Background: an optimization exercise with open tools, aiming at a short achievable clock period and few clock cycles. Do not read the settings as production practice. No functional check of the RTL was part of any run shown here. No activity file was given, so power comes from the tool's default toggle rates.

==> design/flow/design.v <==
module mult_harris (input  [15:0] A,
		    input  [15:0] B,
		    output [31:0] S,
		    output [31:0] C);
	wire [31:0] asx = {{16{A[15]}}, A};
	wire [16:0] bb  = {B, 1'b0};
	reg  [31:0] pp [0:8];
	reg  [2:0]  g;
	reg  [31:0] sel;
	integer i;
	always @(*) begin
		pp[8] = 32'b0;
		for (i = 0; i < 8; i = i + 1) begin
			g = bb[2*i +: 3];
			case (g)
				3'b001, 3'b010, 3'b101, 3'b110: sel = asx;
				3'b011, 3'b100:                 sel = asx << 1;
				default:                        sel = 32'b0;
			endcase
			if (g[2]) sel = ~sel;
			pp[i] = sel << (2*i);
			pp[8][2*i] = g[2];
		end
	end
	function [63:0] csa;
		input [31:0] x, y, z;
		reg [31:0] s, c;
		begin
			s = x ^ y ^ z;
			c = (x & y) | (x & z) | (y & z);
			csa = {s, c << 1};
		end
	endfunction
	wire [63:0] l1a = csa(pp[0], pp[1], pp[2]);
	wire [63:0] l1b = csa(pp[3], pp[4], pp[5]);
	wire [63:0] l1c = csa(pp[6], pp[7], pp[8]);
	wire [63:0] l2a = csa(l1a[63:32], l1a[31:0], l1b[63:32]);
	wire [63:0] l2b = csa(l1b[31:0], l1c[63:32], l1c[31:0]);
	wire [63:0] l3a = csa(l2a[63:32], l2a[31:0], l2b[63:32]);
	wire [63:0] l4a = csa(l3a[63:32], l3a[31:0], l2b[31:0]);
	assign S = l4a[63:32];
	assign C = l4a[31:0];
endmodule
module MIPS	(input		clk, reset_n,
		 output	[31:0]	imem_addr,
		 input	[31:0]	imem_data,
		 output	[31:0]	dmem_addr, dmem_wdata,
		 output		dmem_we,
		 input	[31:0]	dmem_rdata);
	reg  [31:0]	pc_f;
	reg		v_d;
	reg  [31:0]	ir_d, pcp1_d;
	reg  [31:0]	a_e, b_e, sd_e, tgt_e, pcp1_e;
	reg		fa_e, fb_e, fs_e;
	reg		wen_e, ld_e, st_e, mul_e, beq_e, bne_e, pred_e;
	reg  [4:0]	wdst_e;
	reg  [1:0]	sel_e;		 
	reg		sub_e;
	reg  [1:0]	lop_e;		 
	reg  [31:0]	res_m, sd_m, ms_m, mc_m;
	reg		wen_m, ld_m, st_m, mul_m;
	reg  [4:0]	wdst_m;
	reg  [31:0]	rf [1:31];
	wire [31:0]	mprod = ms_m + mc_m;
	wire [31:0]	wres  = ld_m ? dmem_rdata : (mul_m ? mprod : res_m);
	assign imem_addr  = pc_f;
	assign dmem_addr  = res_m;
	assign dmem_wdata = sd_m;
	assign dmem_we    = st_m;
	always @(posedge clk)
		if (wen_m)
			rf[wdst_m] <= wres;
	wire [5:0]	op    = ir_d[31:26];
	wire [5:0]	funct = ir_d[5:0];
	wire [4:0]	rs    = ir_d[25:21];
	wire [4:0]	rt    = ir_d[20:16];
	wire [4:0]	rd    = ir_d[15:11];
	wire [15:0]	imm   = ir_d[15:0];
	wire		is_r    = (op == 6'h00);
	wire		is_mul  = (op == 6'h3F);
	wire		is_addi = (op == 6'h08);
	wire		is_slti = (op == 6'h0A);
	wire		is_andi = (op == 6'h0C);
	wire		is_ori  = (op == 6'h0D);
	wire		is_xori = (op == 6'h0E);
	wire		is_lw   = (op == 6'h23);
	wire		is_sw   = (op == 6'h2B);
	wire		is_beq  = (op == 6'h04);
	wire		is_bne  = (op == 6'h05);
	wire		is_j    = (op == 6'h02);
	wire		sext    = is_addi | is_slti | is_lw | is_sw;
	wire		use_imm = sext | is_andi | is_ori | is_xori;
	wire		use_rs  = is_r | is_mul | use_imm | is_beq | is_bne;
	wire		use_rtb = is_r | is_mul | is_beq | is_bne;
	wire		wr      = is_r | is_mul | is_addi | is_slti | is_andi | is_ori | is_xori | is_lw;
	wire [4:0]	wdst    = (is_r | is_mul) ? rd : rt;
	wire		wen_d   = v_d & wr & (wdst != 5'd0);
	reg  [1:0]	sel_d, lop_d;
	reg		sub_d;
	always @(*) begin
		sel_d = 2'd0; sub_d = 1'b0; lop_d = 2'd0;
		if (is_r)
			case (funct)
				6'h22: sub_d = 1'b1;
				6'h24: begin sel_d = 2'd2; lop_d = 2'd0; end
				6'h25: begin sel_d = 2'd2; lop_d = 2'd1; end
				6'h27: begin sel_d = 2'd2; lop_d = 2'd2; end
				6'h26: begin sel_d = 2'd2; lop_d = 2'd3; end
				6'h2A: begin sel_d = 2'd1; sub_d = 1'b1; end
				default: ;
			endcase
		else if (is_slti) begin sel_d = 2'd1; sub_d = 1'b1; end
		else if (is_andi) begin sel_d = 2'd2; lop_d = 2'd0; end
		else if (is_ori)  begin sel_d = 2'd2; lop_d = 2'd1; end
		else if (is_xori) begin sel_d = 2'd2; lop_d = 2'd3; end
	end
	wire		fm_s = wen_m & (wdst_m == rs);
	wire		fm_t = wen_m & (wdst_m == rt);
	wire [31:0]	rs_val = (rs == 5'd0) ? 32'b0 : (fm_s ? wres : rf[rs]);
	wire [31:0]	rt_val = (rt == 5'd0) ? 32'b0 : (fm_t ? wres : rf[rt]);
	wire [31:0]	immx   = {(sext & imm[15]) ? 16'hFFFF : 16'h0000, imm};
	wire		fe_s = wen_e & (wdst_e == rs);
	wire		fe_t = wen_e & (wdst_e == rt);
	wire		stall = v_d & (ld_e | mul_e) & ((use_rs & fe_s) | (use_rtb & fe_t));
	wire [31:0]	btgt = pcp1_d + {{16{imm[15]}}, imm};
	wire [31:0]	jtgt = {pcp1_d[31:26], ir_d[25:0]};
	wire		same = (rs == rt);
	wire		pred = is_j | (is_beq & (same | imm[15])) | (is_bne & ~same);
	wire [31:0]	A = fa_e ? res_m : a_e;
	wire [31:0]	B = fb_e ? res_m : b_e;
	wire [31:0]	Bx = sub_e ? ~B : B;
	wire [32:0]	sum = {1'b0, A} + {1'b0, Bx} + {32'b0, sub_e};
	wire		slt = sum[31] ^ ~sum[32];
	reg  [31:0]	logic_r;
	always @(*)
		case (lop_e)
			2'd0: logic_r = A & B;
			2'd1: logic_r = A | B;
			2'd2: logic_r = ~(A | B);
			default: logic_r = A ^ B;
		endcase
	wire [31:0]	res_e = (sel_e == 2'd2) ? logic_r :
				(sel_e == 2'd1) ? {31'b0, slt} : sum[31:0];
	wire		eq    = (A == B);
	wire		taken = (beq_e & eq) | (bne_e & ~eq);
	wire		mispredict = (beq_e | bne_e) & (taken ^ pred_e);
	wire [31:0]	fix_pc = taken ? tgt_e : pcp1_e;
	wire [31:0]	ms_e, mc_e;
	mult_harris mult (.A(A[15:0]), .B(B[15:0]), .S(ms_e), .C(mc_e));
	wire		redirect_d = v_d & pred & ~stall;
	always @(posedge clk, negedge reset_n)
		if (!reset_n) begin
			pc_f   <= 32'b0;
			v_d    <= 1'b0;
			wen_e  <= 1'b0; ld_e <= 1'b0; st_e <= 1'b0; mul_e <= 1'b0;
			beq_e  <= 1'b0; bne_e <= 1'b0;
			wen_m  <= 1'b0; ld_m <= 1'b0; st_m <= 1'b0; mul_m <= 1'b0;
		end else begin
			if (mispredict)
				pc_f <= fix_pc;
			else if (stall)
				pc_f <= pc_f;
			else if (redirect_d)
				pc_f <= is_j ? jtgt : btgt;
			else
				pc_f <= pc_f + 32'd1;
			if (mispredict | redirect_d)
				v_d <= 1'b0;
			else if (!stall)
				v_d <= 1'b1;
			if (mispredict | stall | ~v_d) begin
				wen_e <= 1'b0; ld_e <= 1'b0; st_e <= 1'b0; mul_e <= 1'b0;
				beq_e <= 1'b0; bne_e <= 1'b0;
			end else begin
				wen_e <= wen_d; ld_e <= is_lw; st_e <= is_sw; mul_e <= is_mul;
				beq_e <= is_beq; bne_e <= is_bne;
			end
			wen_m <= wen_e; ld_m <= ld_e; st_m <= st_e; mul_m <= mul_e;
		end
	always @(posedge clk) begin
		if (!stall && !mispredict) begin
			ir_d   <= imem_data;
			pcp1_d <= pc_f + 32'd1;
		end
		a_e    <= rs_val;
		b_e    <= use_imm ? immx : rt_val;
		sd_e   <= rt_val;
		fa_e   <= fe_s;
		fb_e   <= fe_t & ~use_imm;
		fs_e   <= fe_t;
		wdst_e <= wdst;
		sel_e  <= sel_d;
		sub_e  <= sub_d;
		lop_e  <= lop_d;
		pred_e <= pred;
		tgt_e  <= btgt;
		pcp1_e <= pcp1_d;
		res_m  <= res_e;
		sd_m   <= fs_e ? wres : sd_e;
		ms_m   <= ms_e;
		mc_m   <= mc_e;
		wdst_m <= wdst_e;
	end
endmodule
==> design/flow/run.sh <==
#!/bin/bash
# synth_recipe.tcl (not shown) runs the flow's synth.tcl, then flattens the netlist and writes it again
# the make line also repeats each setting of config.mk as NAME=value (left out here)
make -C /OpenROAD-flow-scripts/flow DESIGN_CONFIG=/design/flow/config.mk WORK_HOME=/design/flow/orfs CLKGATE_MAP_FILE= SYNTH_SCRIPT=/design/flow/synth_recipe.tcl finish
==> design/flow/config.mk <==
export PLATFORM = sky130hd
export DESIGN_NAME = MIPS
export DESIGN_NICKNAME = MIPS
export VERILOG_FILES = /design/flow/design.v
export SDC_FILE = /design/flow/constraint.sdc
export NUM_CORES = 4
export LEC_CHECK = 0
export ABC_CLOCK_PERIOD_IN_PS = 3000
export CAP_MARGIN = 20
export CORE_MARGIN = 2
export CORE_UTILIZATION = 40
export SETUP_SLACK_MARGIN = 5
export SLEW_MARGIN = 20
==> design/flow/constraint.sdc <==
create_clock -name core_clock -period 11.5 [get_ports {clk}]
set_input_delay 2.3000 -clock core_clock [delete_from_list [all_inputs] [get_ports {clk}]]
set_output_delay 2.3000 -clock core_clock [all_outputs]
set_load 0.01 [all_outputs]
==> results of run 1 <==
-- final timing paths --
path | from | endpoint | slack (ns) | cells after the start
max reg2reg | fb_e | pc_f[31] | 5.46 | 15
min | mul_e | mul_m | 0.37 | 0
min reg2reg | mul_e | mul_m | 0.37 | 0
max in group asynchronous | reset_n | ld_m | 9.32 | 2
max | fb_e | pc_f[31] | 5.46 | 15
min in group asynchronous | reset_n | pc_f[27] | 1.64 | 2
-- flip-flops by register name, indices dropped and copies added, names as in the netlist, 2 cells and up, named ones only --
signal,count
pcp1_e,32
pcp1_d,32
sd_m,32
b_e,32
sd_e,32
pc_f,32
res_m,32
rf,992
lop_e,2
tgt_e,32
wdst_m,5
sel_e,2
a_e,32
wdst_e,5
mc_m,28
ir_d,32
ms_m,32
-- through the flow --
step | hold slack [ns] | cell area (um2) | instances | power, mW
after floorplan | 0.331 | 74500 | 5361 | 12.4
after global placement | 0.357 | 79200 | 7760 | 15.0
after detailed placement | 0.361 | 79200 | 7762 | 15.1
after CTS | 0.374 | 84100 | 8036 | 20.0
after global routing | 0.373 | 84100 | 8041 | 21.2
final | 0.375 | 84100 | 8043 | 19.8
-- timing repair --
action	4_1_cts	5_1_grt
gates resized for setup	1	2
setup endpoints to repair	1	4
endpoints found under the hold margin	0	0
-- layout by cell type (no fill, tap or decap), types with 17 or more instances in the layout --
cell	instances
mux4_2	506
o21ai_1	24
nor3_1	71
mux2_2	104
o21ai_0	165
a21o_1	60
nand3_1	51
o21a_1	18
ha_1	214
fa_1	107
xnor2_1	248
dfrtp_1	42
clkinv_1	25
clkbuf_1	33
a221oi_1	34
a21oi_1	263
a22oi_1	108
nor2_1	246
dfxtp_1	296
mux2i_1	301
clkinv_2	29
and3_1	25
edfxtp_1	1056
inv_1	281
nor2_4	32
buf_4	119
nor2b_1	19
o22ai_1	22
nor4_1	17
clkbuf_16	158
a31oi_1	36
a211oi_1	73
nand2_1	220
xor2_1	63
clkdlybuf4s50_1	161
-- kinds of logic after synthesis --
family | after synthesis | share of synthesized area (%)
AOI/OAI and AO/OA | 960 | 8.29
and+or+nand+nor | 783 | 4.77
buffers and inverters | 657 | 3.48
DFF | 1407 | 52.3
muxes | 918 | 21.0
xor gates and xnor gates | 311 | 3.65
adders and majority gates | 325 | 6.52
-- power groups by stage --
stage               clock (mW)  combinational, mW  sequential (mW)
global route              5.08               9.00             7.13
global placement             0               7.78             7.18
CTS                       4.88               7.98             7.09
detailed placement           0               7.94             7.19
finish                    4.81               7.92             7.09
floorplan                    0               5.34             7.08
-- worst max-delay path: stages (launching register included) --
cell      delay, ns
dfxtp_2        0.31
buf_4          0.58
mux2i_1        0.42
ha_1           0.31
nor4_1         0.55
nand4_1        0.38
nor2_2         0.44
o21ai_0        0.13
a22o_2         0.27
buf_4          0.33
nand2b_1       0.44
clkinv_2       0.45
buf_6          0.53
nand2_1        0.29
a211oi_1       0.29
nor3_1         0.06
-- routing by layer --
metal  part of all wire [%]  up-vias  track usage (%)
li1                       -    20800                -
met1                     40    25100             32.4
met2                     48     2251             40.1
met3                    7.9      430             4.29
met4                    3.9        2             9.10
met5                 0.0030        -                0
-- area by class of cell --
class	instances	area, um2
fillers	16400	101000
flip-flops and latches	1407	39000
multi-input cells	3297	33400
clock buffers	198	4170
well taps	2480	3100
repair buffers	288	2630
inverters	290	1090
clock inverters	76	658
diodes	7	17.5
==> summary.md, run 1 <==
| Metric | Value |
|---|---|
| Status | complete, no violations |
| CTS tree | yes |
| Initial antenna violation count | 14 |
| Clock-pin slew on the worst setup and hold paths | 0.07 ns |
| Max_cap viols | 0 |
| Sequential area share after synthesis | between 50 and 60% |
| Fraction of layout instances using a drive strength above 1 | 19.5% |
| Layout area overhead | 12.8% |
| Final setup vio count | 0 |
| Critical path class | reg2reg |
| CP endpoint kind | flip-flop |
| Drt first pass iters | 6 |
| DR iter-0 viols | between 5000 and 6000 |
| Startpoint types | flip-flop |
| Leak Pwr | slightly below 30 nW |
| Core Util, Final | between 40% and 50% |
| Critical path required time | approximately 12 ns |
| Initial Util | about 40% |
| Horiz. Die Dim | between 400 and 500 um |
| GR Overflow Total | 0 |
| Total track usage | 24.4% |
| Vias per cell | ~6.0 |
| First-pass GRT wire length | between 300 and 400 mm |
| Pint | 12.5 mW |
| Critical-path maximum fanout | around 60 |
| Final worst setup slack | 5.46 ns |
| Worst-Skew Late Latency | between 0.8 and 0.9 ns |
| Reg power frac | between 30% and 40% |
| YS warnings | 3 |
| Synth area leaders | edfxtp_1, mux4_2, dfxtp_1, mux2i_1, ha_1 |
| Postcts setup bufs | 0 |
| DRC errors left | 0 |
| Yosys cell types | 94 |
| Top-count cell post-synth | edfxtp_1 |
| Hold Buf Count CTS | 0 |
| Layout Nets | a little under 6000 |
| # H-tree levels | 4 |
| Top cell type's share of synthesized area | 42.5% |
| IO Pins | around 160 |
| Vias in the first global route | around 48000 |
| Ys flop type | edfxtp_1 |
| #FFs+latches synth | about 1400 |
| Async set-reset flop share out of synthesis | under 10% |
| HPWL Detailed | 151 mm |
| Switching Share | between 30% and 40% |
| Hold WC Path Type | reg2reg |
| Post-DRT Antenna Nets | 0 |
| Via count | between 40000 and 50000 |
| Final Hold Vio Count | 0 |
| DIE HEIGHT | between 400 and 500 um |
| Setup Skew | 0.0419 ns |
| Largest net degree at the start of global routing | 95 |
| Synth area leader | edfxtp_1 |
| Mapped cell area | roughly 75000 um2 |
| Clk buf depth | 3 |
| Clock Root Buffer | clkbuf_16 |
| Peak supply drop | roughly 240 uV |
| Avg Cell Area, Syn | between 10 and 15 um2 |
| Pwr per Cell Area | about 240 nW/um2 |
| CP arrival | between 6 and 7 ns |
| Psw | roughly 7.3 mW |
| Post-layout min period | 6.04 ns |
| Clock group share of total power | about 24% |
| Slew Viols, Final | 0 |
| Input/output buffers | between 150 and 200 |
| Dpl ws | ~5.0 ns |
| Tightest Pin Transition | ~1.1 ns |
| Routed wire per std cell | ~29 um |
| Core Footprint | ~190000 um2 |
| Syn Nets | approximately 5700 |
| Post-synthesis cell count | between 5000 and 6000 |
| Final period util | a little over half |
| Most frequent cells after synthesis | edfxtp_1, mux4_2, dfxtp_1 |
| Fmax | roughly 170 MHz |
| FP Rows | between 150 and 200 |
| DIE AREA | ~190000 um2 |
| Post-synth EDFFs | roughly 1100 |
| Num CTS Buffers | about 150 |
| Detailed Route WL | 236 mm |
| Unrepaired setup endpoints after global routing | false |
| Clock sinks | 1407 |
| Max transition margin | ~23% |
| Setup TNS | 0 ns |
| Comb pwr share | 40.0% |
| GP Congestion | slightly above 0.9 |
==> run 2, diff against run 1 <==
--- a/design/flow/design.v
+++ b/design/flow/design.v
@@ -49,7 +49,8 @@
 		 input	[31:0]	dmem_rdata);
 	reg  [31:0]	pc_f;
 	reg		v_d;
-	reg  [31:0]	ir_d, pcp1_d;
+	reg  [31:0]	ir_d, pcp1_d, tgt_d;
+	reg		pred_d;
 	reg  [31:0]	a_e, b_e, sd_e, tgt_e, pcp1_e;
 	reg		fa_e, fb_e, fs_e;
 	reg		wen_e, ld_e, st_e, mul_e, beq_e, bne_e, pred_e;
@@ -122,10 +123,15 @@
 	wire		fe_s = wen_e & (wdst_e == rs);
 	wire		fe_t = wen_e & (wdst_e == rt);
 	wire		stall = v_d & (ld_e | mul_e) & ((use_rs & fe_s) | (use_rtb & fe_t));
-	wire [31:0]	btgt = pcp1_d + {{16{imm[15]}}, imm};
-	wire [31:0]	jtgt = {pcp1_d[31:26], ir_d[25:0]};
-	wire		same = (rs == rt);
-	wire		pred = is_j | (is_beq & (same | imm[15])) | (is_bne & ~same);
+	wire [31:0]	pcp1_f = pc_f + 32'd1;
+	wire [5:0]	op_f   = imem_data[31:26];
+	wire		j_f    = (op_f == 6'h02);
+	wire		beq_f  = (op_f == 6'h04);
+	wire		bne_f  = (op_f == 6'h05);
+	wire		same_f = (imem_data[25:21] == imem_data[20:16]);
+	wire		pred_f = j_f | (beq_f & (same_f | imem_data[15])) | (bne_f & ~same_f);
+	wire [31:0]	btgt_f = pcp1_f + {{16{imem_data[15]}}, imem_data[15:0]};
+	wire [31:0]	tgt_f  = j_f ? {pcp1_f[31:26], imem_data[25:0]} : btgt_f;
 	wire [31:0]	A = fa_e ? res_m : a_e;
 	wire [31:0]	B = fb_e ? res_m : b_e;
 	wire [31:0]	Bx = sub_e ? ~B : B;
@@ -147,7 +153,6 @@
 	wire [31:0]	fix_pc = taken ? tgt_e : pcp1_e;
 	wire [31:0]	ms_e, mc_e;
 	mult_harris mult (.A(A[15:0]), .B(B[15:0]), .S(ms_e), .C(mc_e));
-	wire		redirect_d = v_d & pred & ~stall;
 	always @(posedge clk, negedge reset_n)
 		if (!reset_n) begin
 			pc_f   <= 32'b0;
@@ -160,11 +165,11 @@
 				pc_f <= fix_pc;
 			else if (stall)
 				pc_f <= pc_f;
-			else if (redirect_d)
-				pc_f <= is_j ? jtgt : btgt;
+			else if (pred_f)
+				pc_f <= tgt_f;
 			else
-				pc_f <= pc_f + 32'd1;
-			if (mispredict | redirect_d)
+				pc_f <= pcp1_f;
+			if (mispredict)
 				v_d <= 1'b0;
 			else if (!stall)
 				v_d <= 1'b1;
@@ -180,7 +185,9 @@
 	always @(posedge clk) begin
 		if (!stall && !mispredict) begin
 			ir_d   <= imem_data;
-			pcp1_d <= pc_f + 32'd1;
+			pcp1_d <= pcp1_f;
+			tgt_d  <= btgt_f;
+			pred_d <= pred_f;
 		end
 		a_e    <= rs_val;
 		b_e    <= use_imm ? immx : rt_val;
@@ -192,8 +199,8 @@
 		sel_e  <= sel_d;
 		sub_e  <= sub_d;
 		lop_e  <= lop_d;
-		pred_e <= pred;
-		tgt_e  <= btgt;
+		pred_e <= pred_d;
+		tgt_e  <= tgt_d;
 		pcp1_e <= pcp1_d;
 		res_m  <= res_e;
 		sd_m   <= fs_e ? wres : sd_e;
==> design/flow/flow/run.sh (new file) <==
#!/bin/bash
set -euo pipefail
bash standard.sh SETUP_SLACK_MARGIN=8 finish > standard_flow.log 2>&1
==> design/flow/standard.sh (new file) <==
#!/bin/bash
# synth_recipe.tcl (not shown) runs the flow's synth.tcl, then flattens the netlist and writes it again
# the make line also repeats each setting of config.mk as NAME=value (left out here)
make -C /OpenROAD-flow-scripts/flow DESIGN_CONFIG=/design/flow/config.mk WORK_HOME=/design/flow/orfs CLKGATE_MAP_FILE= SYNTH_SCRIPT=/design/flow/synth_recipe.tcl "${@:-finish}"
--- a/design/flow/config.mk
+++ b/design/flow/config.mk
@@ -9,5 +9,5 @@
 export CAP_MARGIN = 20
 export CORE_MARGIN = 2
 export CORE_UTILIZATION = 40
-export SETUP_SLACK_MARGIN = 5
 export SLEW_MARGIN = 20
+export TNS_END_PERCENT = 10
removed: design/flow/run.sh
==> run 2 against run 1 <==
Still clean; worst setup slack improved by 1.9 ns; register-to-register slack improved by 1.9 ns; area after synthesis increased by 1.1%; non-clock buffer count grew 221; critical endpoint is now res_m[2]; highest routed layer is now met4.
==> summary.md, run 2 <==
| Metric | Value |
|---|---|
| Clock sinks | 1440 (+2.3%) |
| Pwr per Cell Area | 238 nW/um2 (+1.0%) |
| Initial Util | 40.2% (about the same) |
| IO Pins | 163 (unchanged) |
| Status | complete, no violations |
| Register with the most flip-flops | rf |
| Post-synthesis cell count | 5326 (-0.65%) |
| Max_cap viols | 0 (unchanged) |
| FP Rows | 159 (+0.63%) |
| Clk buf depth | 3 (unchanged) |
| Clock-pin slew on the worst setup and hold paths | 0.06 ns (about the same) |
| Critical path required time | 12.18 ns (about the same) |
| Final instance area | 90400 um2 (+7.6%) |
| Synth Area in Adders | 6.57% (+0.046 points) |
| Post-layout min period | 4.19 ns (-1.85 ns) |
| Worst-Skew Late Latency | 0.82 ns (about the same) |
| Post-synthesis mux area share | 20.7% (-0.33 points) |
| Switching Share | 36.9% (+0.20 points) |
| Psw | 7.96 mW (+9.3%) |
| Sequential area share after synthesis | 53.0% (+0.75 points) |
| Most common cell after layout, fill and taps aside | edfxtp_1 |
| Syn Nets | 5720 (-0.49%) |
| Simple-Gate Fraction of Synth Area | 4.43% (-0.35 points) |
| Synth Area in Compound Gates | 8.24% (-0.052 points) |
| #FFs+latches synth | 1440 (+2.3%) |
| HPWL Detailed | 152 mm (+0.91%) |
| Comb pwr share | 42.3% (+2.3 points) |
| GP Congestion | 0.913 (-1.5%) |
| Final setup vio count | 0 (unchanged) |
| Async set-reset flop share out of synthesis | 2.99% (-0.070 points) |
| Max transition margin | 24.4% (+1.3 points) |
| Setup TNS | 0 ns (unchanged) |
| Clock Root Buffer | clkbuf_16 |
| Layout Nets | 6051 (+3.9%) |
| CTS tree | yes |
| Drt first pass iters | 9 (+3) |
| Fmax | 239 MHz (+44%) |
| Post-synth EDFFs | 1089 (+3.1%) |
| Synth area leaders | edfxtp_1, mux4_2, dfxtp_1, mux2i_1, ha_1 |
| Slowest stage cell, crit path | dfxtp_4 |
| Leak Pwr | 32.0 nW (+8.2%) |
| DR iter-0 viols | 5773 (+1.5%) |
| Hold WC Path Type | reg2reg |
| Max FFs per register | 992 (unchanged) |
| Vias per cell | 6.11 (+1.3%) |
| DRC errors left | 0 (unchanged) |
| Mapped cell area | 75400 um2 (+1.1%) |
| Dpl cell area | 80300 um2 (+1.4%) |
| Detailed Route WL | 249 mm (+5.6%) |
| Post-DRT Antenna Nets | 0 (unchanged) |
| Final worst setup slack | 7.31 ns (+1.85 ns) |
| Dpl ws | 5.32 ns (+0.335 ns) |
| Setup Skew | 0.0303 ns (-0.0116 ns) |
| Final Hold Vio Count | 0 (unchanged) |
| Reg power frac | 34.3% (-1.5 points) |
| Initial antenna violation count | 4 (-10) |
| FILL cells | 15900 (-3.0%) |
| YS warnings | 3 (unchanged) |
| Total track usage | 25.0% (+0.55 points) |
| Ys flop type | edfxtp_1 |
| Routed wire per std cell | 30.1 um (+2.5%) |
| Via count | 50600 (+4.4%) |
| Top-count cell post-synth | edfxtp_1 |
| Area of the multi-input gates | 35900 um2 (+7.2%) |
| Critical path class | reg2reg |
| Critical-path maximum fanout | 5 (-92%) |
| Top cell type's share of synthesized area | 43.4% (+0.86 points) |
| Largest net degree at the start of global routing | 110 (+16%) |
| Most frequent cells after synthesis | edfxtp_1, mux4_2, dfxtp_1 |
| GR Overflow Total | 0 (unchanged) |
| Peak supply drop | 287 uV (+19%) |
| Slew Viols, Final | 0 (unchanged) |
| Synth area leader | edfxtp_1 |
| Most frequent cells in the layout | edfxtp_1, mux4_2, inv_1, dfxtp_1, mux2i_1 |
| CP endpoint kind | flip-flop |
| Fraction of layout instances using a drive strength above 1 | 30.0% (+10 points) |
| CP arrival | 4.87 ns (-1.86 ns) |
| Startpoint types | flip-flop |
| First-pass GRT wire length | 349 mm (+2.8%) |
| DIE AREA | 192000 um2 (+1.1%) |
| Largest family of logic cells by synthesized area | multiplexers |
| Core Footprint | 187000 um2 (+1.2%) |
| Tightest Pin Transition | 1.13 ns (-0.0157 ns) |
| Layout area overhead | 20.0% |
| CP most frequent cell | buf_6 |
| Num CTS Buffers | 154 (+1.3%) |
| # H-tree levels | 4 (unchanged) |
| Area occupied by registers | 40100 um2 (+2.8%) |
| Slowest stage delay, CP | 0.41 ns (-0.17 ns) |
| Vias in the first global route | 49600 (+2.7%) |
| Input/output buffers | 162 (unchanged) |
| Unrepaired setup endpoints after global routing | true |
| Clock group share of total power | 23.4% (-0.9 points) |
| Xor-xnor portion of the synthesized cell area | 3.74% (+0.089 points) |
| Horiz. Die Dim | 438 um (+0.54%) |
| Final period util | 36.5% (-16 points) |
| Yosys cell types | 100 (+6.4%) |
| Avg Cell Area, Syn | 14.1 um2 (+1.7%) |
| DIE HEIGHT | 438 um (+0.54%) |
| Pint | 13.6 mW (+8.3%) |
==> run 2: cell count changes after synthesis, moves of 22 or more <==
cell,change
a31oi_1,-22
edfxtp_1,+33
buf_2,-24
buf_1,+25
nor2_1,-44
o22ai_1,+22
o21ai_0,+36
==> run 2: what timing repair did <==
action                                  in CTS  in global routing
cloned                                      14                 14
pin swaps                                   55                115
gates resized for setup                    356                402
endpoints found under the setup margin     783                816
setup buffers                              106                101
hold buffers                                 0                  0
==> run 2: area by class of cell <==
cell class	count	area share, %
inverter	291	1.33
multi-input combinational	3249	39.6
timing repair inverter	12	0.152
timing repair buffer	509	5.49
antenna	2	0.00553
clock buffer	204	4.72
sequential	1440	44.3
tap	2495	3.45
clock inverter	84	0.917
==> run 2: path summary, 6_finish.rpt <==
| check | from | end | slack (ns) | depth (start not counted) |
|---|---|---|---|---|
| setup / recovery | fb_e | res_m[2] | 7.31 | 32 |
| hold / removal | pcp1_d[27] | pcp1_e[27] | 0.33 | 0 |
| setup reg to reg | fb_e | res_m[2] | 7.31 | 32 |
| hold reg to reg | pcp1_d[27] | pcp1_e[27] | 0.33 | 0 |
| max in group asynchronous | reset_n | ld_m | 9.34 | 2 |
| min in group asynchronous | reset_n | pc_f[8] | 1.62 | 2 |
==> run 2: logic make-up (layout without fill, tap and decap cells) <==
| family | Yosys count | after routing |
|---|---|---|
| other | 0 | 2 |
| AO/OA/AOI/OAI | 967 | 967 |
| multiplexers | 914 | 918 |
| adder cells (fa/ha/maj) | 332 | 332 |
| AND/OR/NAND/NOR | 713 | 713 |
| buffers and inverters | 641 | 1100 |
| flip-flops | 1440 | 1440 |
| XOR/XNOR | 319 | 319 |
==> run 2: worst max-delay path: cells and delay by family, from the launching register on <==
family                   cells  cell delay (ns)
AND/OR/NAND/NOR              1             0.14
adder cells (fa/ha/maj)      1             0.15
flip-flops                   1             0.41
buffers and inverters       25             2.71
multiplexers                 2             0.33
AO/OA/AOI/OAI                3             0.30
==> run 2: routing by layer <==
| layer | part of all wire [%] | GRT usage [%] | up-vias |
|---|---|---|---|
| li1 | - | - | 21300 |
| met5 | 0 | 0 | - |
| met1 | 39 | 32.7 | 26300 |
| met2 | 48 | 41.2 | 2572 |
| met4 | 4.7 | 10.8 | 0 |
| met3 | 7.7 | 3.96 | 549 |
==> run 2: through the flow <==
step | util [%] | total power [mW] | hold slack, ns | std cells
6_report | 48.3 | 21.5 | 0.329 | 8286
5_1_grt | 48.3 | 22.9 | 0.342 | 8285
4_1_cts | 46.8 | 21.0 | 0.323 | 8169
3_5_place_dp | 42.9 | 15.5 | 0.327 | 7761
3_3_place_gp | 42.9 | 15.3 | 0.323 | 7761
2_1_floorplan | - | 12.7 | 0.323 | 5326
==> run 2: power groups by stage <==
stage          Sequential, mW  Combinational, mW  Clock [mW]
2_1_floorplan            7.31               5.41           0
3_5_place_dp             7.44               8.02           0
3_3_place_gp             7.43               7.84           0
6_report                 7.39               9.11        5.05
5_1_grt                  7.43               10.1        5.31
4_1_cts                  7.35               8.53        5.12
==> run 3, diff against run 2 <==
--- a/design/flow/design.v
+++ b/design/flow/design.v
@@ -52,7 +52,7 @@
 	reg  [31:0]	ir_d, pcp1_d, tgt_d;
 	reg		pred_d;
 	reg  [31:0]	a_e, b_e, sd_e, tgt_e, pcp1_e;
-	reg		fa_e, fb_e, fs_e;
+	reg		fs_e;
 	reg		wen_e, ld_e, st_e, mul_e, beq_e, bne_e, pred_e;
 	reg  [4:0]	wdst_e;
 	reg  [1:0]	sel_e;		 
@@ -132,8 +132,8 @@
 	wire		pred_f = j_f | (beq_f & (same_f | imem_data[15])) | (bne_f & ~same_f);
 	wire [31:0]	btgt_f = pcp1_f + {{16{imem_data[15]}}, imem_data[15:0]};
 	wire [31:0]	tgt_f  = j_f ? {pcp1_f[31:26], imem_data[25:0]} : btgt_f;
-	wire [31:0]	A = fa_e ? res_m : a_e;
-	wire [31:0]	B = fb_e ? res_m : b_e;
+	wire [31:0]	A = a_e;
+	wire [31:0]	B = b_e;
 	wire [31:0]	Bx = sub_e ? ~B : B;
 	wire [32:0]	sum = {1'b0, A} + {1'b0, Bx} + {32'b0, sub_e};
 	wire		slt = sum[31] ^ ~sum[32];
@@ -189,11 +189,9 @@
 			tgt_d  <= btgt_f;
 			pred_d <= pred_f;
 		end
-		a_e    <= rs_val;
-		b_e    <= use_imm ? immx : rt_val;
+		a_e    <= fe_s ? res_e : rs_val;
+		b_e    <= (fe_t & ~use_imm) ? res_e : (use_imm ? immx : rt_val);
 		sd_e   <= rt_val;
-		fa_e   <= fe_s;
-		fb_e   <= fe_t & ~use_imm;
 		fs_e   <= fe_t;
 		wdst_e <= wdst;
 		sel_e  <= sel_d;
==> design/flow/flow/run.sh (replaced) <==
#!/bin/bash
set -euo pipefail
bash standard.sh SETUP_SLACK_MARGIN=8 SETUP_MOVE_SEQUENCE=unbuffer,sizeup,swap,split finish > standard_flow.log 2>&1
==> run 3 against run 2 <==
Routed wire length increased by 5.2%; largest cell class unchanged; critical path type is now in2reg; critical path depth down 19; highest routed layer is now met5; clock-buffer cell count increased by 5; cell count is 0.43% higher; combinational power decreased by 8.1%; fmax up 2.0%; via count rose by 3.2%; still clean on timing, DRC and antenna.
==> summary.md, run 3 <==
| Metric | Value |
|---|---|
| Total track usage | 25.5% (+0.56 points) |
| CP most frequent cell | a21o_1 |
| First-pass GRT wire length | 357 mm (+2.4%) |
| Largest family of logic cells by synthesized area | multiplexers |
| Avg Cell Area, Syn | 13.8 um2 (-2.4%) |
| Critical path required time | 12.23 ns (+0.05 ns) |
| #FFs+latches synth | 1443 (+0.21%) |
| Pwr per Cell Area | 229 nW/um2 (-3.9%) |
| DR iter-0 viols | 6763 (+17%) |
| Max_cap viols | 0 (unchanged) |
| Hold WC Path Type | reg2reg |
| HPWL Detailed | 151 mm (-0.53%) |
| Vias in the first global route | 50000 (+0.90%) |
| Ys flop type | edfxtp_1 |
| Simple-Gate Fraction of Synth Area | 5.31% (+0.89 points) |
| Largest net degree at the start of global routing | 126 (+15%) |
| Final setup vio count | 0 (unchanged) |
| Setup Skew | 0.0497 ns (+0.0193 ns) |
| Initial Util | 40.1% (-0.11 points) |
| Slew Viols, Final | 0 (unchanged) |
| Post-synthesis mux area share | 20.6% (-0.12 points) |
| Tightest Pin Transition | 1.22 ns (+0.0877 ns) |
| Critical-path maximum fanout | 3 (-2) |
| DIE AREA | 194000 um2 (+0.88%) |
| Synth Area in Adders | 6.38% (-0.19 points) |
| Core Footprint | 190000 um2 (+1.2%) |
| Leak Pwr | 32.0 nW (about the same) |
| Final Hold Vio Count | 0 (unchanged) |
| Finished Layout Cells | 8322 (+0.43%) |
| Synth area leaders | edfxtp_1, mux4_2, dfxtp_1, ha_1, mux2i_1 |
| Final instance area | 90400 um2 (about the same) |
| Placed Cells incl. Taps | 7916 (+2.0%) |
| Drt first pass iters | 6 (-3) |
| Critical path class | in2reg |
| Async set-reset flop share out of synthesis | 2.98% (-0.0062 points) |
| Clk buf depth | 3 (unchanged) |
| Yosys cell types | 90 (-10%) |
| Post-DRT Antenna Nets | 0 (unchanged) |
| Area of the multi-input gates | 35900 um2 (+0.16%) |
| Clock Root Buffer | clkbuf_16 |
| Worst R2R End | ms_m[25] |
| Worst hold margin | 0.339 ns (+0.0103 ns) |
| Post-synth EDFFs | 1089 (unchanged) |
| Layout area overhead | 19.0% |
| Peak supply drop | 203 uV (-29%) |
| YS warnings | 3 (unchanged) |
| Sequential area share after synthesis | 52.6% (-0.39 points) |
| Fraction of layout instances using a drive strength above 1 | 27.0% (-3.0 points) |
| R2r setup slk | 7.42 ns (+0.11 ns) |
| Most common cell after layout, fill and taps aside | edfxtp_1 |
| Core Util, Final | 47.7% (-0.56 points) |
| Most frequent cells in the layout | edfxtp_1, mux4_2, nor2_1, a21oi_1, inv_1 |
| CP arrival | 4.84 ns (-0.03 ns) |
| Setup TNS | 0 ns (unchanged) |
| Worst-Skew Late Latency | 0.84 ns (+0.02 ns) |
| DRC errors left | 0 (unchanged) |
| Max transition margin | 18.5% (-5.9 points) |
| # H-tree levels | 4 (unchanged) |
| Beginning of the worst hold path | tgt_d[20] |
| Mapped cell area | 76000 um2 (+0.89%) |
| Final period util | 35.7% (-0.73 points) |
| Final worst setup slack | 7.39 ns (+0.0839 ns) |
| Post-layout min period | 4.11 ns (-0.0839 ns) |
| CP endpoint kind | flip-flop |
| RR Startpoint | b_e[1] |
| Layout Nets | 6068 (+0.28%) |
| Detailed Route WL | 262 mm (+5.2%) |
| Vias per cell | 6.28 (+2.8%) |
| Top-count cell post-synth | edfxtp_1 |
| Fmax | 243 MHz (+2.0%) |
| FILL cells | 16200 (+2.0%) |
| Slowest stage delay, CP | 0.37 ns (-0.04 ns) |
| CP Cell Sequence | buf_8 > ha_4 > fa_2 > a21o_1 > a21oi_2 > nand3b_1 > a21o_1 > a21oi_4 > a2111oi_4 > o31ai_2 > xor2_1 > a21oi_1 > a211oi_1 |
| GP Congestion | 0.903 (-1.1%) |
| GR Overflow Total | 0 (unchanged) |
| CTS tree | yes |
| Area occupied by registers | 40100 um2 (+0.21%) |
| Clock-pin slew on the worst setup and hold paths | 0.06 ns (about the same) |
| DIE HEIGHT | 440 um (+0.44%) |
| Dpl ws | 5.14 ns (-0.177 ns) |
| Dpl cell area | 80800 um2 (+0.59%) |
| Via count | 52300 (+3.2%) |
| Horiz. Die Dim | 440 um (+0.44%) |
| Slowest stage cell, crit path | a2111oi_4 |
| FP Rows | 160 (+0.63%) |
| IO Pins | 163 (unchanged) |
| Max FFs per register | 992 (unchanged) |
| Clock sinks | 1443 (+0.21%) |
| Top cell type's share of synthesized area | 43.0% (-0.38 points) |
| Worst Hold End | tgt_e[20] |
| Total power draw | 20.7 mW (-3.9%) |
| Synth Area in Compound Gates | 9.07% (+0.83 points) |
| Top delay family on crit path | compound AO/OA/AOI/OAI gates |
| Startpoint types | input port |
| Number of buffers and inverters on the critical path | 1 (-96%) |
| Status | complete, no violations |
| Routed wire per std cell | 31.5 um (+4.8%) |
| Synth area leader | edfxtp_1 |
| Initial antenna violation count | 10 (+6) |
| Xor-xnor portion of the synthesized cell area | 2.53% (-1.2 points) |
| Unrepaired setup endpoints after global routing | true |
| Worst Hold Path Cells | 0 (unchanged) |
| Post-synthesis cell count | 5508 (+3.4%) |
| Most frequent cells after synthesis | edfxtp_1, mux4_2, nor2_1 |
| Worst-case reg-to-reg path depth | 14 (-56%) |
| Syn Nets | 5896 (+3.1%) |
| Input/output buffers | 162 (unchanged) |
| Num CTS Buffers | 157 (+1.9%) |
| Register with the most flip-flops | rf |
==> run 3: cell types whose count changed after synthesis, sizes merged, moves of 31 or more <==
cell	previous run	this run
nor2	238	407
xnor2	247	121
mux2	115	41
mux4	503	563
clkbuf	217	276
o22ai	44	96
mux2i	296	250
a21oi	273	309
o21ai	226	190
a211oi	63	98
a22oi	117	86
nand2	213	244
==> run 3: layout make-up <==
| class | count | area share (%) |
|---|---|---|
| clock buffer | 209 | 4.77 |
| multi-input combinational | 3378 | 39.7 |
| clock inverter | 77 | 0.852 |
| tap | 2511 | 3.47 |
| timing repair buffer | 423 | 5.57 |
| antenna | 4 | 0.0111 |
| inverter | 277 | 1.22 |
| sequential | 1443 | 44.4 |
==> run 3: power by group <==
group / switching [mW] / leakage, nW / internal (mW)
Combinational: 5.07 / 16.4 / 3.30
Clock: 2.21 / 2.48 / 2.83
Sequential: 0.418 / 13.1 / 6.87
Total: 7.70 / 32.0 / 13.0
==> run 3: layer usage <==
layer,global-route usage (%),vias to the layer above,part of all wire [%]
li1,-,21700,-
met1,34.8,27000,39
met2,40.2,3065,46
met3,4.85,558,10
met4,10.5,2,4.6
met5,0,-,0.073
==> run 3: kinds of logic after synthesis <==
family / after synthesis
flip-flops: 1443
AO/OA/AOI/OAI: 1071
AND/OR/NAND/NOR: 911
multiplexers: 854
buffers and inverters: 687
adder cells (fa/ha/maj): 322
XOR/XNOR: 220
==> run 3: timing repair <==
| item | 4_1_cts | 5_1_grt |
|---|---|---|
| gates cloned | 0 | 0 |
| hold buffers | 0 | 0 |
| endpoints found under the setup margin | 719 | 839 |
| buffers inserted | 60 | 56 |
| gates resized for setup | 495 | 366 |
| pin swaps | 58 | 142 |
==> run 3: worst max path at each step <==
stage                            start  slack (ns)  cells past startpoint       end
final                     imem_data[0]        7.39                     13  pc_f[24]
after global routing      imem_data[0]        7.27                     13  pc_f[24]
after CTS                 imem_data[0]        7.41                     13  pc_f[24]
after detailed placement        b_e[5]        5.14                     19      st_e
after global placement          b_e[5]        5.24                     19      st_e
after floorplan           imem_data[0]        6.99                     12  pc_f[24]
==> run 3: worst reg2reg max path, delay by kind of cell (launching register included) <==
kind | cells | cell delay, ns
buffers and inverters | 6 | 0.57
adder cells (fa/ha/maj) | 5 | 2.33
XOR/XNOR | 1 | 0.19
multiplexers | 1 | 0.31
AO/OA/AOI/OAI | 1 | 0.22
flip-flops | 1 | 0.34
==> run 4, diff against run 3 <==
--- a/design/flow/config.mk
+++ b/design/flow/config.mk
@@ -8,6 +8,6 @@
 export ABC_CLOCK_PERIOD_IN_PS = 3000
 export CAP_MARGIN = 20
 export CORE_MARGIN = 2
-export CORE_UTILIZATION = 40
+export CORE_UTILIZATION = 65
 export SLEW_MARGIN = 20
 export TNS_END_PERCENT = 10
==> run 4 against run 3 <==
Still clean; hold slack worse by 0.0061 ns; non-clock buffer count down 21; critical endpoint is now b_e[4]; global-route usage up 14 points; critical path type unchanged.
==> summary.md, run 4 <==
| Metric | Value |
|---|---|
| Worst hold margin | 0.333 ns (-0.00605 ns) |
| CTS tree | yes |
| Sequential area share after synthesis | 52.6% (unchanged) |
| Vias in the first global route | 50700 (+1.4%) |
| DIE HEIGHT | 346 um (-21%) |
| Largest net degree at the start of global routing | 139 (+10%) |
| FP Rows | 125 (-22%) |
| Clock Root Buffer | clkbuf_16 |
| Horiz. Die Dim | 346 um (-21%) |
| Psw | 7.53 mW (-2.2%) |
| Fraction of layout instances using a drive strength above 1 | 25.2% (-1.8 points) |
| CP Launch Point | dmem_rdata[4] |
| GR Overflow Total | 0 (unchanged) |
| Final Hold Vio Count | 0 (unchanged) |
| Pint | 12.9 mW (-0.70%) |
| Vias per cell | 7.32 (+16%) |
| Clk buf depth | 3 (unchanged) |
| Post-DRT Antenna Nets | 0 (unchanged) |
| Max_cap viols | 0 (unchanged) |
| Clock group share of total power | 23.4% (-0.9 points) |
| Final setup vio count | 0 (unchanged) |
| Input/output buffers | 162 (unchanged) |
| Startpoint types | input port |
| DR iter-0 viols | 8677 (+28%) |
| Synth area leaders | edfxtp_1, mux4_2, dfxtp_1, ha_1, mux2i_1 |
| Total power draw | 20.4 mW (-1.3%) |
| Clock sinks | 1443 (unchanged) |
| Max FFs per register | 992 (unchanged) |
| CP endpoint kind | flip-flop |
| Most common cell after layout, fill and taps aside | edfxtp_1 |
| Top-count cell post-synth | edfxtp_1 |
| Drt first pass iters | 9 (+3) |
| R2r setup slk | 7.40 ns (-0.02 ns) |
| RR Startpoint | mul_m |
| Initial antenna violation count | 8 (-2) |
| Total track usage | 39.9% (+14 points) |
| Clock-pin slew on the worst setup and hold paths | 0.06 ns (about the same) |
| Hold WC Path Type | reg2reg |
| Finished Layout Cells | 7298 (-12%) |
| Worst-case reg-to-reg path depth | 10 (-4) |
| Reg power frac | 35.7% (+0.5 points) |
| Most frequent cells after synthesis | edfxtp_1, mux4_2, nor2_1 |
| GP Congestion | 0.976 (+8.1%) |
| Setup TNS | 0 ns (unchanged) |
| Status | complete, no violations |
| Layout Nets | 6038 (-0.49%) |
| Setup Skew | 0.0448 ns (-0.00489 ns) |
| Post-synth EDFFs | 1089 (unchanged) |
| Most frequent cells in the layout | edfxtp_1, mux4_2, nor2_1, a21oi_1, dfxtp_1 |
| Slowest stage delay, CP | 0.80 ns (+0.43 ns) |
| IO Pins | 163 (unchanged) |
| Worst-Skew Late Latency | 0.79 ns (-0.05 ns) |
| Final period util | 36.3% (+0.55 points) |
| Placed Cells incl. Taps | 6918 (-13%) |
| Worst R2R End | b_e[4] |
| Comb pwr share | 40.9% (+0.4 points) |
| Layout area overhead | 15.8% |
| HPWL Detailed | 142 mm (-6.3%) |
| Critical-path maximum fanout | 34 (+31) |
| Hold Buf Count CTS | 0 (unchanged) |
| #FFs+latches synth | 1443 (unchanged) |
| Avg Cell Area, Syn | 13.8 um2 (unchanged) |
| CP Cell Sequence | clkdlybuf4s50_1 > nand2_1 > o21ai_2 > buf_4 > nor2_1 > a211oi_1 > mux2i_1 > o21ai_0 |
| Slew Viols, Final | 0 (unchanged) |
| Post-layout min period | 4.17 ns (+0.0631 ns) |
| Post-synthesis cell count | 5508 (unchanged) |
| # H-tree levels | 4 (unchanged) |
| Fmax | 240 MHz (-1.5%) |
| First-pass GRT wire length | 345 mm (-3.4%) |
| Tightest Pin Transition | 1.23 ns (+0.00653 ns) |
| Top cell type's share of synthesized area | 43.0% (unchanged) |
| CP arrival | 4.80 ns (-0.04 ns) |
| Syn Nets | 5896 (unchanged) |
| Unrepaired setup endpoints after global routing | true |
| Peak supply drop | 193 uV (-5.2%) |
| Initial Util | 65.5% (+25 points) |
| Mapped cell area | 76000 um2 (unchanged) |
| Critical path required time | 12.13 ns (-0.10 ns) |
| Critical path class | in2reg |
| Leak Pwr | 31.5 nW (-1.5%) |
| Via count | 53400 (+2.1%) |
| YS warnings | 3 (unchanged) |
| Pwr per Cell Area | 232 nW/um2 (+1.4%) |
| Core Util, Final | 75.9% (+28 points) |
| Crit path capture | b_e[4] |
| Core Footprint | 116000 um2 (-39%) |
| Async set-reset flop share out of synthesis | 2.98% (unchanged) |
| Yosys cell types | 90 (unchanged) |
| Ys flop type | edfxtp_1 |
| Slowest stage cell, crit path | a211oi_1 |
| DRC errors left | 0 (unchanged) |
| DIE AREA | 120000 um2 (-38%) |
| Register with the most flip-flops | rf |
| Num CTS Buffers | 148 (-5.7%) |
| Synth area leader | edfxtp_1 |
| Max transition margin | 18.1% (-0.44 points) |
| Routed wire per std cell | 34.6 um (+9.8%) |
| Detailed Route WL | 252 mm (-3.7%) |
| Switching Share | 36.8% (-0.36 points) |
## run 4: cell types whose count changed in the layout (fill, tap and decap cells not counted), moves of 15 or more
cell,before,now
ha_4,45,28
ha_1,160,175
buf_12,58,42
clkdlybuf4s50_1,70,126
dlygate4sd2_1,66,9
## run 4: cell type report
type	count	area, um2
flip-flops and latches	1443	40100
multi-input cells	3378	35400
fillers	6995	28000
repair buffers	402	4670
clock buffers	203	4160
well taps	1524	1910
inverters	277	1110
clock inverters	69	611
diodes	2	5.00
## run 4: cells by family after synthesis
group,share of synthesized area [%]
DFF,52.6
AOI/OAI and AO/OA,9.07
and+or+nand+nor,5.31
muxes,20.6
buffers and inverters,3.50
adders and majority gates,6.38
xor gates and xnor gates,2.53
## run 4: how the worst min path moves through the flow
| stage | cells after the start | to | from |
|---|---|---|---|
| final | 0 | tgt_e[13] | tgt_d[13] |
| after global routing | 0 | tgt_e[4] | tgt_d[4] |
| after CTS | 0 | pcp1_e[16] | pcp1_d[16] |
| after detailed placement | 0 | pcp1_e[12] | pcp1_d[12] |
| after global placement | 0 | tgt_e[8] | tgt_d[8] |
| after floorplan | 0 | pcp1_e[0] | pcp1_d[0] |
## run 4: stage by stage
stage,setup WS [ns],instance area (um2)
floorplan,6.99,76100
global placement,5.46,79400
detailed placement,5.36,79500
CTS,7.38,85800
global route,7.29,88000
finish,7.33,88000
## run 4: metal layers
layer  up-vias  part of all wire (%)  GRT usage, %
met5         -                 0.018             0
met4         6                   5.5          17.5
met3       735                    14          10.6
met2      4261                    45          60.3
met1     26800                    35          55.2
li1      21600                     -             -
## run 4: power by group through the flow
stage | combinational (mW) | clock [mW] | sequential, mW
3_5_place_dp | 7.21 | 0 | 7.36
5_1_grt | 9.13 | 4.99 | 7.34
6_report | 8.35 | 4.79 | 7.30
3_3_place_gp | 7.02 | 0 | 7.35
4_1_cts | 7.56 | 4.79 | 7.26
2_1_floorplan | 4.68 | 0 | 7.25
## run 4: critical path, delay by kind of cell
kind / cells / cell delay (ns)
compound gates: 3 / 1.31
mux: 1 / 0.22
buf+inv: 2 / 0.81
simple gates: 2 / 0.15
## run 4: timing repair
item | 4_1_cts | 5_1_grt
resized for setup | 334 | 326
setup buffers | 47 | 58
setup endpoints to repair | 695 | 804
pin swaps | 47 | 96
hold endpoints to repair | 0 | 0
==> run 5, diff against run 4 <==
--- a/design/flow/design.v
+++ b/design/flow/design.v
@@ -48,10 +48,11 @@
 		 output		dmem_we,
 		 input	[31:0]	dmem_rdata);
 	reg  [31:0]	pc_f;
+	reg  [31:0]	ia_f;		 
 	reg		v_d;
-	reg  [31:0]	ir_d, pcp1_d, tgt_d;
+	reg  [31:0]	ir_d, alt_d;	 
 	reg		pred_d;
-	reg  [31:0]	a_e, b_e, sd_e, tgt_e, pcp1_e;
+	reg  [31:0]	a_e, b_e, sd_e, alt_e;
 	reg		fs_e;
 	reg		wen_e, ld_e, st_e, mul_e, beq_e, bne_e, pred_e;
 	reg  [4:0]	wdst_e;
@@ -64,7 +65,7 @@
 	reg  [31:0]	rf [1:31];
 	wire [31:0]	mprod = ms_m + mc_m;
 	wire [31:0]	wres  = ld_m ? dmem_rdata : (mul_m ? mprod : res_m);
-	assign imem_addr  = pc_f;
+	assign imem_addr  = ia_f;
 	assign dmem_addr  = res_m;
 	assign dmem_wdata = sd_m;
 	assign dmem_we    = st_m;
@@ -130,7 +131,12 @@
 	wire		bne_f  = (op_f == 6'h05);
 	wire		same_f = (imem_data[25:21] == imem_data[20:16]);
 	wire		pred_f = j_f | (beq_f & (same_f | imem_data[15])) | (bne_f & ~same_f);
-	wire [31:0]	btgt_f = pcp1_f + {{16{imem_data[15]}}, imem_data[15:0]};
+	wire [15:0]	imm_f  = imem_data[15:0];
+	wire [16:0]	lo_f   = {1'b0, pcp1_f[15:0]} + {1'b0, imm_f};
+	wire [15:0]	hip_f  = pcp1_f[31:16] + 16'd1;
+	wire [15:0]	him_f  = pcp1_f[31:16] - 16'd1;
+	wire [15:0]	hi_f   = (lo_f[16] == imm_f[15]) ? pcp1_f[31:16] : (lo_f[16] ? hip_f : him_f);
+	wire [31:0]	btgt_f = {hi_f, lo_f[15:0]};
 	wire [31:0]	tgt_f  = j_f ? {pcp1_f[31:26], imem_data[25:0]} : btgt_f;
 	wire [31:0]	A = a_e;
 	wire [31:0]	B = b_e;
@@ -150,9 +156,13 @@
 	wire		eq    = (A == B);
 	wire		taken = (beq_e & eq) | (bne_e & ~eq);
 	wire		mispredict = (beq_e | bne_e) & (taken ^ pred_e);
-	wire [31:0]	fix_pc = taken ? tgt_e : pcp1_e;
 	wire [31:0]	ms_e, mc_e;
 	mult_harris mult (.A(A[15:0]), .B(B[15:0]), .S(ms_e), .C(mc_e));
+	wire		take_tgt = pred_f & ~mispredict & ~stall;
+	wire [31:0]	pc_other = mispredict ? alt_e : (stall ? pc_f : pcp1_f);
+	wire [31:0]	pc_next  = take_tgt ? tgt_f : pc_other;
+	always @(posedge clk)
+		ia_f <= reset_n ? pc_next : 32'b0;
 	always @(posedge clk, negedge reset_n)
 		if (!reset_n) begin
 			pc_f   <= 32'b0;
@@ -161,14 +171,7 @@
 			beq_e  <= 1'b0; bne_e <= 1'b0;
 			wen_m  <= 1'b0; ld_m <= 1'b0; st_m <= 1'b0; mul_m <= 1'b0;
 		end else begin
-			if (mispredict)
-				pc_f <= fix_pc;
-			else if (stall)
-				pc_f <= pc_f;
-			else if (pred_f)
-				pc_f <= tgt_f;
-			else
-				pc_f <= pcp1_f;
+			pc_f <= pc_next;
 			if (mispredict)
 				v_d <= 1'b0;
 			else if (!stall)
@@ -185,8 +188,7 @@
 	always @(posedge clk) begin
 		if (!stall && !mispredict) begin
 			ir_d   <= imem_data;
-			pcp1_d <= pcp1_f;
-			tgt_d  <= btgt_f;
+			alt_d  <= pred_f ? pcp1_f : btgt_f;
 			pred_d <= pred_f;
 		end
 		a_e    <= fe_s ? res_e : rs_val;
@@ -198,8 +200,7 @@
 		sub_e  <= sub_d;
 		lop_e  <= lop_d;
 		pred_e <= pred_d;
-		tgt_e  <= tgt_d;
-		pcp1_e <= pcp1_d;
+		alt_e  <= alt_d;
 		res_m  <= res_e;
 		sd_m   <= fs_e ? wres : sd_e;
 		ms_m   <= ms_e;
==> design/flow/flow/run.sh (replaced) <==
#!/bin/bash
# Layout of the design: the standard flow (standard.sh) with different
# effort settings; the constraints (clock period, I/O delays, loads) are
# the standard flow's, unchanged.
#  - ports are buffered with buf_4 instead of the weakest buffer.
set -euo pipefail
bash standard.sh \
  SETUP_SLACK_MARGIN=8.3 \
  SETUP_MOVE_SEQUENCE=unbuffer,sizeup,swap,buffer,split \
  "BUFFER_PORTS_ARGS=-buffer_cell sky130_fd_sc_hd__buf_4" \
  finish > standard_flow.log 2>&1
--- a/design/flow/config.mk
+++ b/design/flow/config.mk
@@ -8,6 +8,6 @@
 export ABC_CLOCK_PERIOD_IN_PS = 3000
 export CAP_MARGIN = 20
 export CORE_MARGIN = 2
-export CORE_UTILIZATION = 65
+export CORE_UTILIZATION = 50
 export SLEW_MARGIN = 20
-export TNS_END_PERCENT = 10
+export TNS_END_PERCENT = 100
==> run 5 against run 4 <==
Still clean; cell count rose by 13%; die area rose by 29%; non-clock buffer count rose by 318; via count rose by 3.0%; clock power rose by 2%; core utilization fell by 13 points.
==> summary.md, run 5 <==
| Metric | Value |
|---|---|
| DIE HEIGHT | 393 um (+14%) |
| Post-synth EDFFs | 1057 (-2.9%) |
| Final setup vio count | 0 (unchanged) |
| Avg Cell Area, Syn | 13.5 um2 (-2.5%) |
| Max_cap viols | 0 (unchanged) |
| IO Pins | 163 (unchanged) |
| Detailed Route WL | 271 mm (+7.2%) |
| Critical-path maximum fanout | 8 (-76%) |
| Synth area leaders | edfxtp_1, mux4_2, dfxtp_1, ha_1, fa_1 |
| Input/output buffers | 162 (unchanged) |
| Via count | 55000 (+3.0%) |
| Pint | 14.4 mW (+11%) |
| Critical path required time | 12.19 ns (+0.06 ns) |
| #FFs+latches synth | 1411 (-2.2%) |
| Peak supply drop | 173 uV (-10%) |
| Hold WC Path Type | reg2reg |
| Post-synthesis cell count | 5630 (+2.2%) |
| Clock-pin slew on the worst setup and hold paths | 0.06 ns (about the same) |
| Pwr per Cell Area | 247 nW/um2 (+6.3%) |
| Routed wire per std cell | 32.9 um (-4.9%) |
| Status | complete, no violations |
| Post-DRT Antenna Nets | 0 (unchanged) |
| Comb pwr share | 48.6% (+7.7 points) |
| FILL cells | 11000 (+58%) |
| Final Hold Vio Count | 0 (unchanged) |
| Initial Util | 50.5% (-15 points) |
| Clock group share of total power | 20.9% (-2.5 points) |
| Unrepaired setup endpoints after global routing | true |
| Top-count cell post-synth | edfxtp_1 |
| Clk buf depth | 3 (unchanged) |
| Setup TNS | 0 ns (unchanged) |
| Layout Nets | 6463 (+7.0%) |
| DRC errors left | 0 (unchanged) |
| Horiz. Die Dim | 393 um (+14%) |
| Psw | 8.97 mW (+19%) |
| Yosys cell types | 91 (+1.1%) |
| Layout area overhead | 24.7% |
| HPWL Detailed | 149 mm (+5.3%) |
| Most frequent cells after synthesis | edfxtp_1, mux4_2, nor2_1 |
| First-pass GRT wire length | 378 mm (+9.4%) |
| Largest net degree at the start of global routing | 65 (-53%) |
| Reg power frac | 30.5% (-5.2 points) |
| Setup Skew | 0.0645 ns (+0.0197 ns) |
| CP endpoint kind | flip-flop |
| Drt first pass iters | 6 (-3) |
| Critical path class | in2reg |
| Max transition margin | 8.41% (-9.7 points) |
| Fraction of layout instances using a drive strength above 1 | 38.1% (+13 points) |
| Core Footprint | 150000 um2 (+29%) |
| Post-layout min period | 5.20 ns (+1.03 ns) |
| Worst-Skew Late Latency | 0.81 ns (+0.02 ns) |
| YS warnings | 3 (unchanged) |
| Leak Pwr | 33.8 nW (+7.2%) |
| Fmax | 192 MHz (-20%) |
| Final period util | 45.2% (+9.0 points) |
| Clock sinks | 1411 (-2.2%) |
| Dpl ws | 5.02 ns (-0.341 ns) |
| Synth area leader | edfxtp_1 |
| Async set-reset flop share out of synthesis | 3.05% (+0.068 points) |
| Total track usage | 34.4% (-5.5 points) |
| Initial antenna violation count | 7 (-1) |
| CP arrival | 5.89 ns (+1.09 ns) |
| Top cell type's share of synthesized area | 41.9% (-1.1 points) |
| Num CTS Buffers | 152 (+2.7%) |
| Register with the most flip-flops | rf |
| Max FFs per register | 992 (unchanged) |
| Ys flop type | edfxtp_1 |
| Most frequent cells in the layout | edfxtp_1, mux4_2, nor2_1, buf_4, a21oi_1 |
| # H-tree levels | 4 (unchanged) |
| DR iter-0 viols | 7377 (-15%) |
| Vias in the first global route | 52800 (+4.1%) |
| R2r setup slk | 6.45 ns (-0.95 ns) |
| GP Congestion | 0.901 (-7.6%) |
| GR Overflow Total | 0 (unchanged) |
| Vias per cell | 6.69 (-8.6%) |
| Slew Viols, Final | 0 (unchanged) |
| Final worst setup slack | 6.30 ns (-1.03 ns) |
| FP Rows | 142 (+14%) |
| Tightest Pin Transition | 1.37 ns (+0.146 ns) |
| Mapped cell area | 75800 um2 (-0.32%) |
| Syn Nets | 6008 (+1.9%) |
| Clock Root Buffer | clkbuf_16 |
| CTS tree | yes |
| DIE AREA | 155000 um2 (+29%) |
| Switching Share | 38.4% (+1.6 points) |
| Startpoint types | input port |
| Sequential area share after synthesis | 51.5% (-1.1 points) |
| Most common cell after layout, fill and taps aside | edfxtp_1 |
-- run 5: worst max-delay path: stages --
cell	delay [ns]
buf_8	0.10
ha_4	0.15
inv_2	0.05
fa_2	0.19
nand2b_4	0.14
a21oi_4	0.06
o41a_1	0.40
a211oi_4	0.36
o21ai_4	0.14
inv_8	0.12
ha_4	0.21
a21o_1	0.16
a21oi_2	0.16
nand2_1	0.09
a31oi_2	0.19
a21oi_2	0.10
a2111oi_4	0.38
mux2i_1	0.26
mux2i_1	0.25
a21oi_1	0.09
-- run 5: cell families after synthesis --
logic type                 after synthesis  share of synthesized area, %
AOI/OAI and AO/OA                     1082                          8.98
adders and majority gates              312                          6.32
DFF                                   1411                          51.5
muxes                                  860                          20.9
xor gates and xnor gates               233                          2.70
buffers and inverters                  690                          3.43
and+or+nand+nor                       1042                          6.15
-- run 5: path summary, 6_finish.rpt --
| check | start | endpoint | depth (start not counted) |
|---|---|---|---|
| setup / recovery | imem_data[0] | ia_f[29] | 20 |
| hold / removal | alt_d[17] | alt_e[17] | 0 |
| setup reg to reg | pc_f[0] | ia_f[29] | 22 |
| hold reg to reg | alt_d[17] | alt_e[17] | 0 |
| max in group asynchronous | reset_n | ld_m | 2 |
| min in group asynchronous | reset_n | pc_f[15] | 1 |
-- run 5: layout make-up --
class	count	area, um2	area share [%]
Timing Repair Buffer	720	8440	8.93
Antenna cell	2	5.00	0.00530
Inverter	271	1110	1.18
Tap cell	2016	2520	2.67
Clock inverter	77	832	0.880
Sequential cell	1411	39300	41.6
Multi-Input combinational cell	3529	38100	40.4
Clock buffer	200	4120	4.36
-- run 5: routing by layer --
| layer | track usage, % | share of wire (%) |
|---|---|---|
| met1 | 48.8 | 39 |
| met5 | 0.319 | 0.036 |
| met3 | 6.97 | 11 |
| met2 | 52.3 | 45 |
| met4 | 13.3 | 4.5 |
-- run 5: power groups by stage --
stage	clock, mW	combinational, mW	sequential, mW
CTS	4.91	10.2	7.10
global route	5.12	12.3	7.16
floorplan	0	5.78	7.01
global placement	0	8.38	7.17
detailed placement	0	8.47	7.17
finish	4.88	11.3	7.12
-- run 5: what timing repair did --
| action | CTS | global route |
|---|---|---|
| setup endpoints to repair | 1027 | 813 |
| gates cloned | 0 | 0 |
| pin swaps | 202 | 213 |
| gates resized for setup | 805 | 340 |
| hold buffers | 0 | 0 |
| setup buffers | 312 | 119 |
-- run 5: stage by stage --
stage | util, % | area [um2] | hold WS [ns] | cells | total power, mW
after floorplan | - | 77200 | 0.323 | 5630 | 12.8
after detailed placement | 53.5 | 80300 | 0.328 | 7516 | 15.6
after CTS | 61.3 | 92000 | 0.333 | 8105 | 22.2
after global placement | 53.5 | 80300 | 0.324 | 7516 | 15.5
after global routing | 62.9 | 94500 | 0.337 | 8225 | 24.5
final | 63.0 | 94500 | 0.331 | 8226 | 23.3
==> run 6, diff against run 5 <==
--- a/design/flow/flow/run.sh
+++ b/design/flow/flow/run.sh
@@ -6,6 +6,6 @@
 set -euo pipefail
 bash standard.sh \
   SETUP_SLACK_MARGIN=8.3 \
-  SETUP_MOVE_SEQUENCE=unbuffer,sizeup,swap,buffer,split \
+  SETUP_MOVE_SEQUENCE=unbuffer,sizeup,swap,split \
   "BUFFER_PORTS_ARGS=-buffer_cell sky130_fd_sc_hd__buf_4" \
   finish > standard_flow.log 2>&1
==> run 6 against run 5 <==
Sequential power hardly changed; global-route usage is 0.83 points higher; critical path depth stayed put; highest routed layer unchanged; first-iteration DRC count is 1.7% higher; routed wire length is 2.2% higher; clock power hardly changed; core utilization is 1.6 points lower; synthesized cell count stayed put.
==> summary.md, run 6 <==
| Metric | Value |
|---|---|
| Mapped cell area | 75800 um2 (unchanged) |
| Most frequent cells in the layout | edfxtp_1, mux4_2, nor2_1, a21oi_1, inv_1 |
| Clock Root Buffer | clkbuf_16 |
| YS warnings | 3 (unchanged) |
| R2r setup slk | 6.28 ns (-0.17 ns) |
| Clock-pin slew on the worst setup and hold paths | 0.06 ns (about the same) |
| Final period util | 46.7% (+1.4 points) |
| Layout Nets | 6213 (-3.9%) |
| Area occupied by registers | 39300 um2 (about the same) |
| Number of buffers and inverters on the critical path | 3 (unchanged) |
| Most common cell after layout, fill and taps aside | edfxtp_1 |
| Num CTS Buffers | 152 (unchanged) |
| Core Footprint | 150000 um2 (unchanged) |
| GP Congestion | 0.901 (unchanged) |
| GR Overflow Total | 0 (unchanged) |
| Worst-case reg-to-reg path depth | 21 (-4.5%) |
| Fraction of layout instances using a drive strength above 1 | 34.3% (-3.8 points) |
| Synth area leaders | edfxtp_1, mux4_2, dfxtp_1, ha_1, fa_1 |
| First-pass GRT wire length | 383 mm (+1.4%) |
| Critical path required time | 12.19 ns (about the same) |
| Hold WC Path Type | reg2reg |
| DIE HEIGHT | 393 um (unchanged) |
| Hold Buf Count CTS | 0 (unchanged) |
| Slowest stage cell, crit path | fa_2 |
| DRC errors left | 0 (unchanged) |
| Top cell type's share of synthesized area | 41.9% (unchanged) |
| FILL cells | 11300 (+2.2%) |
| Detailed Route WL | 277 mm (+2.2%) |
| Critical path class | in2reg |
| Crit path capture | ia_f[29] |
| #FFs+latches synth | 1411 (unchanged) |
| Tightest Pin Transition | 1.33 ns (-0.0401 ns) |
| Most frequent cells after synthesis | edfxtp_1, mux4_2, nor2_1 |
| Input/output buffers | 162 (unchanged) |
| Setup Skew | 0.0671 ns (+0.00256 ns) |
| Max_cap viols | 0 (unchanged) |
| CP arrival | 6.06 ns (+0.17 ns) |
| Placed Cells incl. Taps | 7516 (unchanged) |
| Final setup vio count | 0 (unchanged) |
| Finished Layout Cells | 7975 (-3.1%) |
| Pwr per Cell Area | 246 nW/um2 (-0.35%) |
| Status | complete, no violations |
| Post-synth EDFFs | 1057 (unchanged) |
| Drt first pass iters | 6 (unchanged) |
| CTS tree | yes |
| CP Cell Sequence | buf_8 > ha_4 > inv_2 > fa_2 > nand2b_4 > a21oi_4 > o41a_1 > a211oi_4 > o21ai_4 > inv_8 > ha_4 > a21o_1 > a21oi_2 > nand2_1 > a31oi_2 > a21oi_2 > a2111oi_4 > mux2i_1 > mux2i_1 > a21oi_1 |
| Via count | 54000 (-1.8%) |
| Ys flop type | edfxtp_1 |
| Worst path depth | 20 (unchanged) |
## run 6: how the worst min path moves through the flow
stage                          from   endpoint  slack (ns)  cells after the start
after detailed placement  alt_d[16]  alt_e[16]        0.33                      0
after global placement    alt_d[11]  alt_e[11]        0.32                      0
final                     alt_d[17]  alt_e[17]        0.33                      0
after floorplan            alt_d[0]   alt_e[0]        0.32                      0
after CTS                 alt_d[17]  alt_e[17]        0.33                      0
after global routing      alt_d[17]  alt_e[17]        0.34                      0
## run 6: cell families (layout without fill, tap and decap cells)
logic type | after synthesis | count (layout) | synth area share (%)
flops | 1411 | 1411 | 51.5
compound gates | 1082 | 1082 | 8.98
simple gates | 1042 | 1042 | 6.15
mux | 860 | 860 | 20.9
buf+inv | 690 | 1018 | 3.43
fa+ha+maj | 312 | 312 | 6.32
xor+xnor | 233 | 233 | 2.70
other cells | 0 | 1 | 0
## run 6: per-stage QoR
step / total power, mW / cell area, um2 / hold WS, ns
after floorplan: 12.8 / 77200 / 0.323
after global routing: 23.8 / 92100 / 0.337
after detailed placement: 15.6 / 80300 / 0.328
after CTS: 22.1 / 90500 / 0.333
final: 22.7 / 92100 / 0.330
after global placement: 15.5 / 80300 / 0.324
## run 6: what timing repair did
action                      CTS  global route
pin swaps                   168           143
setup endpoints to repair  1027           663
setup buffers               158            23
resized for setup           782           260
## run 6: worst reg2reg max path, delay by kind of cell, from the launching register on
| kind | cells | cell delay [ns] |
|---|---|---|
| compound gates | 9 | 1.89 |
| xor+xnor | 1 | 0.38 |
| mux | 2 | 0.50 |
| buf+inv | 1 | 0.12 |
| flops | 1 | 0.43 |
| fa+ha+maj | 3 | 0.82 |
| simple gates | 5 | 0.94 |
## run 6: area by class of cell
cell class | instances | area share [%]
multi-input combinational | 3529 | 41.3
tap | 2016 | 2.74
clock inverter | 77 | 0.903
timing repair buffer | 470 | 6.66
clock buffer | 200 | 4.47
sequential | 1411 | 42.7
antenna | 1 | 0.00272
inverter | 271 | 1.22
## run 6: where the power goes
group          switching [mW]  leakage (nW)  internal [mW]
registers               0.432          12.8           6.70
logic                    6.26          17.4           4.37
clock network            2.19          2.40           2.70
## run 6: per-layer routing
layer  share of wire [%]  track usage (%)  vias to the layer above  routed length [um]
met1                  39             49.7                    27900              107000
met3                  11             7.47                      617               30800
met2                  45             52.9                     3475              124000
met4                 5.2             15.3                        8               14300
met5               0.034            0.319                        -                  94
li1                    -                -                    22100                   -
